Source: an optimization exercise on an open RTL-to-GDS flow (aim: small area and a short achievable clock period). Production flows keep margins and buffers that such runs may drop.
Power figures rest on the tool's default switching activity, not on a simulated workload.

==> violet: inputs <==
==> flow/design.v <==
module pg_ctrl(
    input  wire clk,
    input  wire reset,
    input  wire active,
    output wire idle_detect,
    output reg  power_gated,
    output wire clk_en
);
    reg [2:0] idle_counter;
    assign idle_detect = idle_counter[2] & idle_counter[1];
    assign clk_en      = ~power_gated;
    wire [2:0] count_next = (idle_counter == 3'd7) ? 3'd7 : idle_counter + 3'd1;
    always @(posedge clk or posedge reset) begin
        if (reset) begin
            idle_counter <= 3'd0;
            power_gated  <= 1'b0;
        end else begin
            idle_counter <= active ? 3'd0 : count_next;
            power_gated  <= ~active & (idle_counter == 3'd7);
        end
    end
endmodule
module ALU_with_power_gating(
    input  wire clk,
    input  wire reset,
    input  wire [3:0] A,
    input  wire [3:0] B,
    input  wire [2:0] opcode,
    output reg  [3:0] result,
    output wire idle_detect,
    output wire power_gated,
    output wire clk_en
);
    reg [3:0] prev_A, prev_B;
    reg [2:0] prev_opcode;
    reg [3:0] alu_out;
    wire activity_detected = (A != prev_A) || (B != prev_B) || (opcode != prev_opcode);
    wire [3:0] g  = A & B;           
    wire [3:0] t  = A | B;           
    wire [3:0] gb = ~A & B;          
    wire [3:0] tb = ~A | B;          
    wire [3:0] x  = A ^ B;
    wire [3:0] c, bw;
    assign c[0]  = 1'b0;
    assign c[1]  = g[0];
    assign c[2]  = g[1] | (t[1] & g[0]);
    assign c[3]  = g[2] | (t[2] & g[1]) | (t[2] & t[1] & g[0]);
    assign bw[0] = 1'b0;
    assign bw[1] = gb[0];
    assign bw[2] = gb[1] | (tb[1] & gb[0]);
    assign bw[3] = gb[2] | (tb[2] & gb[1]) | (tb[2] & tb[1] & gb[0]);
    wire [3:0] arith = x ^ (opcode[0] ? bw : c);
    wire [3:0] logic_r = opcode[0] ? t : g;
    wire [3:0] shift = opcode[0] ? {1'b0, A[3:1]} : {A[2:0], 1'b0};
    wire [3:0] unary = opcode[0] ? ~A : x;
    always @(*) begin
        case (opcode[2:1])
            2'b00: alu_out = arith;
            2'b01: alu_out = logic_r;
            2'b10: alu_out = unary;
            default: alu_out = shift;
        endcase
    end
    always @(posedge clk or posedge reset) begin
        if (reset) begin
            prev_A      <= 4'b0000;
            prev_B      <= 4'b0000;
            prev_opcode <= 3'b000;
            result      <= 4'b0000;
        end else begin
            prev_A      <= A;
            prev_B      <= B;
            prev_opcode <= opcode;
            result      <= alu_out;
        end
    end
    pg_ctrl ctrl (
        .clk(clk), .reset(reset), .active(activity_detected),
        .idle_detect(idle_detect), .power_gated(power_gated), .clk_en(clk_en)
    );
endmodule
module Memory_with_power_gating(
    input  wire clk,
    input  wire reset,
    input  wire [3:0] addr,
    input  wire [7:0] data_in,
    input  wire write_en,
    input  wire req_valid,
    output reg  [7:0] data_out,
    output wire idle_detect,
    output wire power_gated,
    output wire clk_en
);
    reg [7:0]  mem [0:15];
    reg [15:0] valid;
    reg [3:0] prev_addr;
    reg [7:0] prev_data_in;
    reg       prev_write_en;
    reg       prev_req_valid;
    wire addr_same = (addr == prev_addr);
    wire activity_detected = req_valid || !addr_same ||
                             (data_in != prev_data_in) || (write_en != prev_write_en);
    wire        pending = prev_req_valid & prev_write_en;
    wire [15:0] we_w    = {16{pending}} & (16'd1 << prev_addr);
    wire [15:0] readable = valid & ~we_w;
    wire [3:0] lo   = 4'd1 << addr[1:0];
    wire [3:0] hi   = 4'd1 << addr[3:2];
    wire       wr   = req_valid & write_en;
    wire       rd   = req_valid & ~write_en;
    wire [3:0] hi_r = hi & {4{rd}};
    wire       hold = ~req_valid | (rd & pending & addr_same);
    wire [15:0] rd_sel;
    genvar w;
    generate
        for (w = 0; w < 16; w = w + 1) begin : word
            assign rd_sel[w] = lo[w % 4] & hi_r[w / 4] & readable[w];
        end
    endgenerate
    reg  [7:0]  data_out_next;
    integer j;
    always @(*) begin
        data_out_next = ({8{wr}} & data_in) | ({8{hold}} & data_out);
        for (j = 0; j < 16; j = j + 1)
            data_out_next = data_out_next | (mem[j] & {8{rd_sel[j]}});
    end
    integer m;
    always @(posedge clk) begin
        for (m = 0; m < 16; m = m + 1)
            if (we_w[m])
                mem[m] <= prev_data_in;
    end
    always @(posedge clk or posedge reset) begin
        if (reset) begin
            data_out       <= 8'd0;
            valid          <= 16'd0;
            prev_addr      <= 4'd0;
            prev_data_in   <= 8'd0;
            prev_write_en  <= 1'b0;
            prev_req_valid <= 1'b0;
        end else begin
            data_out       <= data_out_next;
            valid          <= valid | we_w;
            prev_addr      <= addr;
            prev_data_in   <= data_in;
            prev_write_en  <= write_en;
            prev_req_valid <= req_valid;
        end
    end
    pg_ctrl ctrl (
        .clk(clk), .reset(reset), .active(activity_detected),
        .idle_detect(idle_detect), .power_gated(power_gated), .clk_en(clk_en)
    );
endmodule
module IO_with_power_gating(
    input  wire clk,
    input  wire reset,
    input  wire [7:0] io_in,
    input  wire write_en,
    input  wire read_request,
    output reg  [7:0] io_out,
    output wire idle_detect,
    output wire power_gated,
    output wire clk_en
);
    reg [7:0] prev_io_in;
    wire activity_detected = write_en || read_request || (io_in != prev_io_in);
    always @(posedge clk or posedge reset) begin
        if (reset) begin
            io_out     <= 8'b00000000;
            prev_io_in <= 8'b00000000;
        end else begin
            if (write_en)
                io_out <= io_in;
            prev_io_in <= io_in;
        end
    end
    pg_ctrl ctrl (
        .clk(clk), .reset(reset), .active(activity_detected),
        .idle_detect(idle_detect), .power_gated(power_gated), .clk_en(clk_en)
    );
endmodule
module pmc_rca #(parameter W = 8) (
    input  wire [W-1:0] a,
    input  wire [W-1:0] b,
    input  wire         ci,
    output wire [W-1:0] s,
    output wire         co
);
    wire [W:0] c;
    assign c[0] = ci;
    genvar i;
    generate
        for (i = 0; i < W; i = i + 1) begin : bit_
            assign s[i]   = a[i] ^ b[i] ^ c[i];
            assign c[i+1] = (a[i] & b[i]) | (a[i] & c[i]) | (b[i] & c[i]);
        end
    endgenerate
    assign co = c[W];
endmodule
module pmc_div_step(
    input  wire [8:0] p,
    input  wire [7:0] tneg,
    output wire       q,
    output wire [7:0] r
);
    wire [7:0] s;
    wire       co;
    pmc_rca #(8) sub (.a(p[7:0]), .b(tneg), .ci(1'b0), .s(s), .co(co));
    assign q = p[8] | co;
    assign r = q ? s : p[7:0];
endmodule
module Power_Management_Controller(
    input  wire clk,
    input  wire reset,
    input  wire alu_idle,
    input  wire mem_idle,
    input  wire io_idle,
    input  wire alu_power_gated,
    input  wire mem_power_gated,
    input  wire io_power_gated,
    output wire system_power_save_mode,
    output wire [1:0] active_modules_count,
    output wire [7:0] power_efficiency_metric
);
    reg  [7:0]  total_neg;
    reg  [12:0] gated25;
    reg  [6:0]  metric;
    reg  [1:0]  gated_units;
    assign active_modules_count = ~gated_units;
    assign system_power_save_mode = gated_units[1] & gated_units[0];
    assign power_efficiency_metric = {1'b0, metric};
    wire [7:0]  total_neg_next = (total_neg != 8'd1) ? total_neg - 8'd1 : total_neg;
    wire [12:0] gated25_next   = (system_power_save_mode && gated25 != 13'd6375) ?
                                 gated25 + 13'd25 : gated25;
    reg  [7:0]  div_r;
    reg  [2:0]  div_q;
    wire [14:0] num_next = {gated25_next, 2'b00};
    wire [8:0]  p6 = num_next[14:6];
    wire        q6, q5, q4;
    wire [7:0]  r6, r5, r4;
    pmc_div_step st6 (.p(p6),                 .tneg(total_neg_next), .q(q6), .r(r6));
    pmc_div_step st5 (.p({r6, num_next[5]}),  .tneg(total_neg_next), .q(q5), .r(r5));
    pmc_div_step st4 (.p({r5, num_next[4]}),  .tneg(total_neg_next), .q(q4), .r(r4));
    wire [14:0] num = {gated25, 2'b00};
    wire        q3, q2, q1, q0;
    wire [7:0]  r3, r2, r1, r0;
    pmc_div_step st3 (.p({div_r, num[3]}), .tneg(total_neg), .q(q3), .r(r3));
    pmc_div_step st2 (.p({r3, num[2]}),    .tneg(total_neg), .q(q2), .r(r2));
    pmc_div_step st1 (.p({r2, num[1]}),    .tneg(total_neg), .q(q1), .r(r1));
    pmc_div_step st0 (.p({r1, num[0]}),    .tneg(total_neg), .q(q0), .r(r0));
    always @(posedge clk or posedge reset) begin
        if (reset) begin
            gated_units            <= 2'b00;
            metric                 <= 7'd0;
            total_neg              <= 8'h00;
            gated25                <= 13'd0;
            div_r                  <= 8'd0;
            div_q                  <= 3'd0;
        end else begin
            total_neg <= total_neg_next;
            gated25   <= gated25_next;
            gated_units <= {1'b0, alu_power_gated} + {1'b0, mem_power_gated} + {1'b0, io_power_gated};
            div_r  <= r4;
            div_q  <= {q6, q5, q4};
            metric <= {div_q, q3, q2, q1, q0};
        end
    end
endmodule
module Processor_with_Power_Gating(
    input  wire clk,
    input  wire reset,
    input  wire [3:0] alu_a,
    input  wire [3:0] alu_b,
    input  wire [2:0] alu_opcode,
    output wire [3:0] alu_result,
    input  wire [3:0] mem_addr,
    input  wire [7:0] mem_data_in,
    input  wire mem_write_en,
    input  wire mem_req_valid,
    output wire [7:0] mem_data_out,
    input  wire [7:0] io_in,
    input  wire io_write_en,
    input  wire io_read_request,
    output wire [7:0] io_out,
    output wire alu_idle,
    output wire mem_idle,
    output wire io_idle,
    output wire alu_power_gated,
    output wire mem_power_gated,
    output wire io_power_gated,
    output wire system_power_save_mode,
    output wire [1:0] active_modules_count,
    output wire [7:0] power_efficiency_metric,
    output wire alu_clk_en,
    output wire mem_clk_en,
    output wire io_clk_en
);
    ALU_with_power_gating alu_inst (
        .clk(clk),
        .reset(reset),
        .A(alu_a),
        .B(alu_b),
        .opcode(alu_opcode),
        .result(alu_result),
        .idle_detect(alu_idle),
        .power_gated(alu_power_gated),
        .clk_en(alu_clk_en)
    );
    Memory_with_power_gating mem_inst (
        .clk(clk),
        .reset(reset),
        .addr(mem_addr),
        .data_in(mem_data_in),
        .write_en(mem_write_en),
        .req_valid(mem_req_valid),
        .data_out(mem_data_out),
        .idle_detect(mem_idle),
        .power_gated(mem_power_gated),
        .clk_en(mem_clk_en)
    );
    IO_with_power_gating io_inst (
        .clk(clk),
        .reset(reset),
        .io_in(io_in),
        .write_en(io_write_en),
        .read_request(io_read_request),
        .io_out(io_out),
        .idle_detect(io_idle),
        .power_gated(io_power_gated),
        .clk_en(io_clk_en)
    );
    Power_Management_Controller pmc_inst (
        .clk(clk),
        .reset(reset),
        .alu_idle(alu_idle),
        .mem_idle(mem_idle),
        .io_idle(io_idle),
        .alu_power_gated(alu_power_gated),
        .mem_power_gated(mem_power_gated),
        .io_power_gated(io_power_gated),
        .system_power_save_mode(system_power_save_mode),
        .active_modules_count(active_modules_count),
        .power_efficiency_metric(power_efficiency_metric)
    );
endmodule
==> flow/flow/run.sh <==
#!/bin/bash
# The standard layout (the standard.sh, unchanged synthesis and steps),
# with two changes:
#  - the port buffers that global placement inserts on every input and output
#    are sky130_fd_sc_hd__buf_2 instead of the default clkdlybuf4s50_1 delay
#    cell;
#  - clock tree synthesis inserts no dummy load cells, and builds the tree
#    from small clock buffers.
set -euo pipefail
export BUFFER_PORTS_ARGS="-buffer_cell sky130_fd_sc_hd__buf_2"
export CTS_ARGS="-sink_clustering_enable -repair_clock_nets -dont_use_dummy_load -root_buf sky130_fd_sc_hd__clkbuf_8 -buf_list {sky130_fd_sc_hd__clkbuf_2}"
bash standard.sh > standard.log 2>&1
==> flow/standard.sh <==
#!/bin/bash
# synth_recipe.tcl (not shown) runs the flow's synth.tcl, then flattens the netlist and writes it again
# the make line also repeats each setting of config.mk as NAME=value (left out here)
make -C /OpenROAD-flow-scripts/flow DESIGN_CONFIG=/design/flow/config.mk WORK_HOME=/design/flow/orfs CLKGATE_MAP_FILE= SYNTH_SCRIPT=/design/flow/synth_recipe.tcl "${@:-finish}"
==> flow/config.mk <==
export PLATFORM = sky130hd
export DESIGN_NAME = Processor_with_Power_Gating
export DESIGN_NICKNAME = Processor_with_Power_Gating
export VERILOG_FILES = /design/flow/design.v
export SDC_FILE = /design/flow/constraint.sdc
export NUM_CORES = 4
export LEC_CHECK = 0
export CAP_MARGIN = 20
export CORE_MARGIN = 2
export CORE_UTILIZATION = 65
export SLEW_MARGIN = 45
==> flow/constraint.sdc <==
create_clock -name core_clock -period 90.0 [get_ports {clk}]
set_input_delay 18.0000 -clock core_clock [delete_from_list [all_inputs] [get_ports {clk}]]
set_output_delay 18.0000 -clock core_clock [all_outputs]
set_load 0.01 [all_outputs]
==> onyx (differences from violet) <==
==> flow/design.v, changed modules only <==
module pg_ctrl(
    input  wire clk,
    input  wire reset,
    input  wire active,
    output reg  idle_detect,
    output reg  power_gated,
    output wire clk_en
);
    assign clk_en = ~power_gated;
    reg [2:0] idle_counter;
    wire [2:0] count_next = (idle_counter == 3'd7) ? 3'd7 : idle_counter + 3'd1;
    always @(posedge clk or posedge reset) begin
        if (reset) begin
            idle_counter <= 3'd0;
            idle_detect  <= 1'b0;
            power_gated  <= 1'b0;
        end else begin
            idle_counter <= active ? 3'd0 : count_next;
            idle_detect  <= ~active & (idle_counter >= 3'd5);
            power_gated  <= ~active & (idle_counter == 3'd7);
        end
    end
endmodule
module Memory_with_power_gating(
    input  wire clk,
    input  wire reset,
    input  wire [3:0] addr,
    input  wire [7:0] data_in,
    input  wire write_en,
    input  wire req_valid,
    output reg  [7:0] data_out,
    output wire idle_detect,
    output wire power_gated,
    output wire clk_en
);
    reg [7:0]  mem [0:15];
    reg [15:0] valid;
    reg [3:0] prev_addr;
    reg [7:0] prev_data_in;
    reg       prev_write_en;
    wire activity_detected = req_valid || (addr != prev_addr) ||
                             (data_in != prev_data_in) || (write_en != prev_write_en);
    wire [3:0] lo   = 4'd1 << addr[1:0];
    wire [3:0] hi   = 4'd1 << addr[3:2];
    wire       wr   = req_valid & write_en;
    wire       rd   = req_valid & ~write_en;
    wire [3:0] hi_w = hi & {4{wr}};
    wire [15:0] we_w, rd_sel;
    genvar w;
    generate
        for (w = 0; w < 16; w = w + 1) begin : word
            assign we_w[w]   = lo[w % 4] & hi_w[w / 4];
            assign rd_sel[w] = lo[w % 4] & hi[w / 4] & valid[w];
        end
    endgenerate
    reg  [7:0]  rd_data;
    integer j;
    always @(*) begin
        rd_data = 8'd0;
        for (j = 0; j < 16; j = j + 1)
            rd_data = rd_data | (mem[j] & {8{rd_sel[j]}});
    end
    wire [7:0] data_out_next = req_valid ? (write_en ? data_in : rd_data) : data_out;
    integer m;
    always @(posedge clk) begin
        for (m = 0; m < 16; m = m + 1)
            if (we_w[m])
                mem[m] <= data_in;
    end
    always @(posedge clk or posedge reset) begin
        if (reset) begin
            data_out      <= 8'd0;
            valid         <= 16'd0;
            prev_addr     <= 4'd0;
            prev_data_in  <= 8'd0;
            prev_write_en <= 1'b0;
        end else begin
            data_out <= data_out_next;
            valid <= valid | we_w;
            prev_addr     <= addr;
            prev_data_in  <= data_in;
            prev_write_en <= write_en;
        end
    end
    pg_ctrl ctrl (
        .clk(clk), .reset(reset), .active(activity_detected),
        .idle_detect(idle_detect), .power_gated(power_gated), .clk_en(clk_en)
    );
endmodule
module Power_Management_Controller(
    input  wire clk,
    input  wire reset,
    input  wire alu_idle,
    input  wire mem_idle,
    input  wire io_idle,
    input  wire alu_power_gated,
    input  wire mem_power_gated,
    input  wire io_power_gated,
    output reg  system_power_save_mode,
    output wire [1:0] active_modules_count,
    output wire [7:0] power_efficiency_metric
);
    reg  [7:0]  total_neg;
    reg  [12:0] gated25;
    reg  [6:0]  metric;
    reg  [1:0]  gated_units;
    assign active_modules_count = ~gated_units;
    assign power_efficiency_metric = {1'b0, metric};
    wire [7:0]  total_neg_next = (total_neg != 8'd1) ? total_neg - 8'd1 : total_neg;
    wire [12:0] gated25_next   = (system_power_save_mode && gated25 != 13'd6375) ?
                                 gated25 + 13'd25 : gated25;
    reg  [7:0]  div_r;
    reg  [2:0]  div_q;
    wire [14:0] num_next = {gated25_next, 2'b00};
    wire [8:0]  p6 = num_next[14:6];
    wire        q6, q5, q4;
    wire [7:0]  r6, r5, r4;
    pmc_div_step st6 (.p(p6),                 .tneg(total_neg_next), .q(q6), .r(r6));
    pmc_div_step st5 (.p({r6, num_next[5]}),  .tneg(total_neg_next), .q(q5), .r(r5));
    pmc_div_step st4 (.p({r5, num_next[4]}),  .tneg(total_neg_next), .q(q4), .r(r4));
    wire [14:0] num = {gated25, 2'b00};
    wire        q3, q2, q1, q0;
    wire [7:0]  r3, r2, r1, r0;
    pmc_div_step st3 (.p({div_r, num[3]}), .tneg(total_neg), .q(q3), .r(r3));
    pmc_div_step st2 (.p({r3, num[2]}),    .tneg(total_neg), .q(q2), .r(r2));
    pmc_div_step st1 (.p({r2, num[1]}),    .tneg(total_neg), .q(q1), .r(r1));
    pmc_div_step st0 (.p({r1, num[0]}),    .tneg(total_neg), .q(q0), .r(r0));
    always @(posedge clk or posedge reset) begin
        if (reset) begin
            system_power_save_mode <= 1'b0;
            gated_units            <= 2'b00;
            metric                 <= 7'd0;
            total_neg              <= 8'h00;
            gated25                <= 13'd0;
            div_r                  <= 8'd0;
            div_q                  <= 3'd0;
        end else begin
            total_neg <= total_neg_next;
            gated25   <= gated25_next;
            gated_units <= {1'b0, alu_power_gated} + {1'b0, mem_power_gated} + {1'b0, io_power_gated};
            system_power_save_mode <= alu_power_gated & mem_power_gated & io_power_gated;
            div_r  <= r4;
            div_q  <= {q6, q5, q4};
            metric <= {div_q, q3, q2, q1, q0};
        end
    end
endmodule
--- a/flow/flow/run.sh
+++ b/flow/flow/run.sh
@@ -9,4 +9,4 @@
 set -euo pipefail
 export BUFFER_PORTS_ARGS="-buffer_cell sky130_fd_sc_hd__buf_2"
-export CTS_ARGS="-sink_clustering_enable -repair_clock_nets -dont_use_dummy_load -root_buf sky130_fd_sc_hd__clkbuf_8 -buf_list {sky130_fd_sc_hd__clkbuf_2}"
+export CTS_ARGS="-sink_clustering_enable -repair_clock_nets -dont_use_dummy_load -root_buf sky130_fd_sc_hd__clkbuf_16 -buf_list {sky130_fd_sc_hd__clkbuf_2}"
 bash standard.sh > standard.log 2>&1
Settings changed: CORE_UTILIZATION 65 to 40, SLEW_MARGIN 45 to 20.
==> run notes <==
violet ran to the end with no violations. onyx finished with timing, DRC and antenna clean. Sequential power is about the same in violet and onyx. In onyx the wire length is larger than in violet, by 7.0%. Against violet, the total power of onyx is larger by about 11%. In violet the synthesized cell count is lower than in onyx, by 0.79%. Of onyx and violet, violet has the higher fmax (gap 0.55%, measured against violet). Of violet and onyx, violet has the higher global-route usage (gap 9.8 points). Against onyx, the final area of violet is lower by 3.1%.
==> figures <==
quantity                                                                                 onyx                     violet
Status                                                               timing/DRC/antenna clean   timing/DRC/antenna clean
Instance count of the mapped netlist                                                      890                        883
Cell count after placement                                                              1,321                      1,180
Antenna violations before repair                                                            1                          0
Sum of routed wire length over all layers                                           27,400 µm                  25,600 µm
Power per cell area                                                               16.9 mW/mm²                15.7 mW/mm²
Gp weighted congestion                                                                  0.866                      0.906
Number of buffers other than clock buffers in the final layout                             82                         93
HPWL after detailed placement                                                       18,700 µm                  18,000 µm
Fraction of post-synthesis cell area in the top cell type by area                       32.5%                      33.1%
Root Driver                                                        sky130_fd_sc_hd__clkbuf_16  sky130_fd_sc_hd__clkbuf_8
Height of the die                                                                      176 µm                     138 µm
Post-Layout Inst Area                                                              0.0131 mm²                 0.0127 mm²
Rows                                                                                       62                         48
Total clock sinks                                                                         253                        250
Post-placement cell area                                                           0.0126 mm²                 0.0124 mm²
No run of this note included a check of the RTL's function; only the layout flow was run.

[afterwards: timing with drivers on the ports]
In the flow no input, the clock included, has a driving cell. The finished layouts below were timed again as built, in two steps. Step 1 assumes that a clkbuf_16 drives the clock port and a buf_2 every other input. Step 2 moves the port delays by t, midway between the first and last clock arrival at a register: inputs arrive t later, outputs are due t later. That takes back most of the time a late clock gives input paths. Three values: no drivers, after step 1, after step 2; two values: the first two.
| run | t (ns) | setup WS [ns] | slew at the worst register clock pin (ns) |
|---|---|---|---|
| violet | 0.550 | 70.576 / 70.588 / 70.038 | 0.11 / 0.11 |
| onyx | 0.518 | 70.469 / 70.475 / 69.956 | 0.10 / 0.10 |
After both steps every run listed still meets setup and hold. For violet, which loses most, drivers alone change the setup slack by +0.012 ns; drivers and shift together by -0.538 ns.
